From an optimization exercise on the open Yosys and OpenROAD flow, aimed at small area; shortcuts taken in it are not production practice. The RTL was checked by simulation tests, not by an equivalence proof against the original design. Power is estimated from default activity; no workload was simulated. The clock port is modelled as an ideal driver; clocking choices that lean on that would not hold on a real chip.

==> flow/design.v <==
module router_fifo(clk,resetn,read_enb,write_enb,hdr_load,data_in,data_out,full,empty,soft_reset);
input clk,resetn,read_enb,write_enb,hdr_load;
input [7:0]data_in;
output reg [7:0]data_out;
output full,empty;
output soft_reset;
reg [7:0]mem[15:0];
reg [4:0]last;
reg cnt_zero;      
reg [5:0]cnt;      
reg hdr;           
reg [4:0]timer;    
integer i;
assign empty = last[4];
assign full  = (last == 5'd15);
wire rd = read_enb && !empty;
wire wr = write_enb && !full;
wire [7:0] m1[7:0], m2[3:0], m3[1:0];
genvar g;
generate
	for(g=0;g<8;g=g+1) begin : l1
		assign m1[g] = last[0] ? mem[2*g+1] : mem[2*g];
	end
	for(g=0;g<4;g=g+1) begin : l2
		assign m2[g] = last[1] ? m1[2*g+1] : m1[2*g];
	end
	for(g=0;g<2;g=g+1) begin : l3
		assign m3[g] = last[2] ? m2[2*g+1] : m2[2*g];
	end
endgenerate
wire [7:0] head = last[3] ? m3[1] : m3[0];
assign soft_reset = (timer == 5'b10000);
always@(posedge clk)
	if(!resetn || empty || read_enb)
		timer <= 5'b00000;
	else if(soft_reset)
		timer <= 5'b00001;
	else
		timer <= {timer[3:0], ~(timer[4] ^ timer[2])};
always@(posedge clk)
	if(wr) begin
		mem[0] <= data_in;
		for(i=1;i<16;i=i+1)
			mem[i] <= mem[i-1];
	end
always@(posedge clk)
	if(!resetn || soft_reset) begin
		last <= 5'h1f;
		cnt_zero <= 1'b1;
		data_out <= 8'd0;
	end else begin
		if(wr && !rd)
			last <= last + 5'd1;
		else if(rd && !wr)
			last <= last - 5'd1;
		if(rd)
			cnt_zero <= !hdr && (cnt_zero || cnt == 6'd0);
		if(cnt_zero && data_out != 8'd0)
			data_out <= 8'd0;
		else if(rd)
			data_out <= head;
	end
always@(posedge clk)
	if(rd)
		cnt <= hdr ? head[7:2] : cnt - 6'd1;
always@(posedge clk)
	if(!resetn)
		hdr <= 1'b0;
	else if(hdr_load)
		hdr <= 1'b1;
	else if(soft_reset || rd)
		hdr <= 1'b0;
endmodule
module router_fsm(clk,resetn,pkt_valid,data_in,empty,full,soft_rst,write_en,hdr_load,busy,err,d_out);
input clk,resetn,pkt_valid;
input [7:0]data_in;
input [2:0]empty,full,soft_rst;
output [2:0]write_en;
output [2:0]hdr_load;
output busy;
output reg err;
output reg [7:0]d_out;
localparam Decode_address=3'b000,
		  Load_first_data=3'b011,
		  Load_data=3'b101,
		  Fifo_full_state=3'b100,
		  Load_after_full=3'b110,
		  Load_parity=3'b111,
		  Check_parity_error=3'b010,
		  Wait_till_empty=3'b001;
reg [2:0]state,next_state;
reg [1:0]addr;
reg [7:0]full_byte;      
reg [7:0]parity_diff;    
reg parity_done,low_pkt_valid;
wire da  = (state==Decode_address);
wire lfd = (state==Load_first_data);
wire ld  = (state==Load_data);
wire laf = (state==Load_after_full);
wire cpe = (state==Check_parity_error);
wire [2:0] din_dec = {data_in[1:0]==2'd2, data_in[1:0]==2'd1, data_in[1:0]==2'd0};
wire [2:0] addr_dec = {addr==2'd2, addr==2'd1, addr==2'd0};
wire fifo_full = |(full & addr_dec);
wire sr_hit = |(soft_rst & din_dec);
assign hdr_load = lfd ? addr_dec : 3'b000;
assign write_en = (ld || laf || state==Load_parity) ? addr_dec : 3'b000;
assign busy = !(da || ld);
always@(*) begin
	next_state = state;
	case(state)
	Decode_address:
		if(pkt_valid && |din_dec)
			next_state = |(empty & din_dec) ? Load_first_data : Wait_till_empty;
	Load_first_data: next_state = Load_data;
	Load_data:
		if(fifo_full) next_state = Fifo_full_state;
		else if(!pkt_valid) next_state = Load_parity;
	Fifo_full_state:
		if(!fifo_full) next_state = Load_after_full;
	Load_after_full:
		if(parity_done) next_state = Decode_address;
		else if(low_pkt_valid) next_state = Load_parity;
		else next_state = Load_data;
	Load_parity: next_state = Check_parity_error;
	Check_parity_error:
		next_state = fifo_full ? Fifo_full_state : Decode_address;
	Wait_till_empty:
		if(|(empty & addr_dec)) next_state = Load_first_data;
	endcase
end
always@(posedge clk)
	if(!resetn || sr_hit)
		state <= Decode_address;
	else
		state <= next_state;
always@(posedge clk)
	if(da)
		addr <= data_in[1:0];
always@(posedge clk)
	if(da || (ld && !fifo_full))
		d_out <= data_in;
	else if(laf)
		d_out <= full_byte;
always@(posedge clk)
	if(ld)
		full_byte <= data_in;
wire take_parity = (ld && !pkt_valid && !fifo_full) || (laf && low_pkt_valid && !parity_done);
always@(posedge clk)
	if(cpe && !pkt_valid)
		parity_diff <= 8'd0;
	else if(da)
		parity_diff <= data_in;
	else if((ld && pkt_valid) || take_parity)
		parity_diff <= parity_diff ^ data_in;
always@(posedge clk)
	if(!resetn)
		parity_done <= 1'b0;
	else if(take_parity)
		parity_done <= 1'b1;
	else if(da)
		parity_done <= 1'b0;
always@(posedge clk)
	if(!resetn || cpe)
		low_pkt_valid <= 1'b0;
	else if(!pkt_valid && ld)
		low_pkt_valid <= 1'b1;
always@(posedge clk)
	if(!resetn)
		err <= 1'b0;
	else
		err <= parity_done && (parity_diff != 8'd0);
endmodule
module router_top(
input clk,resetn,read_enb_0,read_enb_1,read_enb_2,pkt_valid,
input [7:0]data_in,
output valid_out_0,valid_out_1,valid_out_2,error,busy,
output [7:0]data_out_0,data_out_1,data_out_2
);
wire [2:0] empty, full, soft_rst, write_en;
wire [7:0] data;
wire [2:0] hdr_load;
router_fsm fsm1(.clk(clk), .resetn(resetn), .pkt_valid(pkt_valid), .data_in(data_in),
  .empty(empty), .full(full), .soft_rst(soft_rst), .write_en(write_en),
  .hdr_load(hdr_load), .busy(busy), .err(error), .d_out(data));
router_fifo fifo1(.clk(clk), .resetn(resetn), .read_enb(read_enb_0), .write_enb(write_en[0]),
  .hdr_load(hdr_load[0]), .data_in(data), .data_out(data_out_0),
  .full(full[0]), .empty(empty[0]), .soft_reset(soft_rst[0]));
router_fifo fifo2(.clk(clk), .resetn(resetn), .read_enb(read_enb_1), .write_enb(write_en[1]),
  .hdr_load(hdr_load[1]), .data_in(data), .data_out(data_out_1),
  .full(full[1]), .empty(empty[1]), .soft_reset(soft_rst[1]));
router_fifo fifo3(.clk(clk), .resetn(resetn), .read_enb(read_enb_2), .write_enb(write_en[2]),
  .hdr_load(hdr_load[2]), .data_in(data), .data_out(data_out_2),
  .full(full[2]), .empty(empty[2]), .soft_reset(soft_rst[2]));
assign valid_out_0 = ~empty[0];
assign valid_out_1 = ~empty[1];
assign valid_out_2 = ~empty[2];
endmodule
clock: 5.0 ns
lec_check: 0
cap_margin: 0
core_margin: 2
core_utilization: 70
cts_buf_list: sky130_fd_sc_hd__clkbuf_16
cts_cluster_diameter: 100
cts_cluster_size: 32
slew_margin: 0
standard.sh (not shown) runs the stock make flow with config.mk's settings and CLKGATE_MAP_FILE= SYNTH_SCRIPT=/design/flow/synth_recipe.tcl, a recipe that flattens the netlist after the stock synthesis.
==> flow/flow/run.sh <==
#!/bin/bash
# The standard ORFS layout with these changes:
#  - synthesis maps logic with an area-oriented ABC script (flow/area.abc);
#  - the port buffers are the smallest buffer, buf_1;
#  - floorplan removes synthesis buffers instead of repairing timing on
#    wire-load estimates;
#  - clock tree synthesis clusters up to 32 sinks and inserts no dummy loads.
set -euo pipefail
HERE=$(pwd)
export OWN_ABC_SCRIPT="$HERE/flow/area.abc"
export BUFFER_PORTS_ARGS="-buffer_cell sky130_fd_sc_hd__buf_1"
export REMOVE_ABC_BUFFERS=1
export CTS_ARGS="-sink_clustering_enable -repair_clock_nets -sink_clustering_size 32 -sink_clustering_max_diameter 100 -buf_list sky130_fd_sc_hd__clkbuf_16 -dont_use_dummy_load"
cat flow/synth_head.tcl synth_recipe.tcl > own_synth.tcl
sed "s|SYNTH_SCRIPT=[^ ]*|SYNTH_SCRIPT=$HERE/own_synth.tcl|" standard.sh > own_standard.sh
grep -q "SYNTH_SCRIPT=$HERE/own_synth.tcl" own_standard.sh
bash own_standard.sh > standard.log 2>&1
==> flow/flow/area.abc <==
strash
dch -f
amap -m -F 4 -A 8
==> flow/flow/synth_head.tcl <==
# Prepended to synth_recipe.tcl: the technology mapping uses flow/area.abc
# (area-oriented mapping) in place of ORFS's speed script. Nothing else in
# the synthesis changes.
proc abc {args} {
  set i [lsearch -exact $args -script]
  if { $i >= 0 } { lset args [expr {$i + 1}] $::env(OWN_ABC_SCRIPT) }
  yosys abc {*}$args
}
The first run ran to the end with no violations.
==> next run, changes <==
--- a/flow/flow/run.sh
+++ b/flow/flow/run.sh
@@ -1,4 +1,4 @@
 #!/bin/bash
-# The standard ORFS layout with these changes:
+# The standard ORFS layout with three changes:
 #  - synthesis maps logic with an area-oriented ABC script (flow/area.abc);
 #  - the port buffers are the smallest buffer, buf_1;
@@ -11,5 +11,5 @@
 export BUFFER_PORTS_ARGS="-buffer_cell sky130_fd_sc_hd__buf_1"
 export REMOVE_ABC_BUFFERS=1
-export CTS_ARGS="-sink_clustering_enable -repair_clock_nets -sink_clustering_size 32 -sink_clustering_max_diameter 100 -buf_list sky130_fd_sc_hd__clkbuf_16 -dont_use_dummy_load"
+export CTS_ARGS="-sink_clustering_enable -repair_clock_nets -sink_clustering_size 40 -sink_clustering_max_diameter 60 -buf_list sky130_fd_sc_hd__clkbuf_16 -dont_use_dummy_load"
 cat flow/synth_head.tcl synth_recipe.tcl > own_synth.tcl
 sed "s|SYNTH_SCRIPT=[^ ]*|SYNTH_SCRIPT=$HERE/own_synth.tcl|" standard.sh > own_standard.sh
- CAP_MARGIN: 0 -> 10
- CORE_UTILIZATION: 70 -> 60
- SLEW_MARGIN: 0 -> 10
Wire length grows by 3.6%; synthesized area stays the same; design area grows by 2.7%; global-route usage shrinks by 2.9 points; non-clock buffer count grows by 6; power grows by 10%; die area grows by 16%.

separate check: timing with driven ports:
No port has a modelled driver above. Below, the same layouts with a new extraction and two added sets of constraints.
Step 1 assumes that a clkbuf_16 drives the clock port and a buf_2 every other input.
Step 2 adds t to the input delays and takes it off the output delays; t is the mean of the earliest and latest rising clock arrival at the registers after step 1. Input paths then give back, and output paths get back, about the clock's delay inside the block.
a / b / c = ideal ports / drivers / drivers and shift; a / b = the first two.
| run | t (ns) | setup slack, ns | pins driven straight from the clock port |
|---|---|---|---|
| the first run | 0.571 | 1.263 / 1.263 / 1.263 | 1 |
| the second run | 0.574 | 1.361 / 1.361 / 1.361 | 1 |
After both steps setup and hold are still met in every run listed.
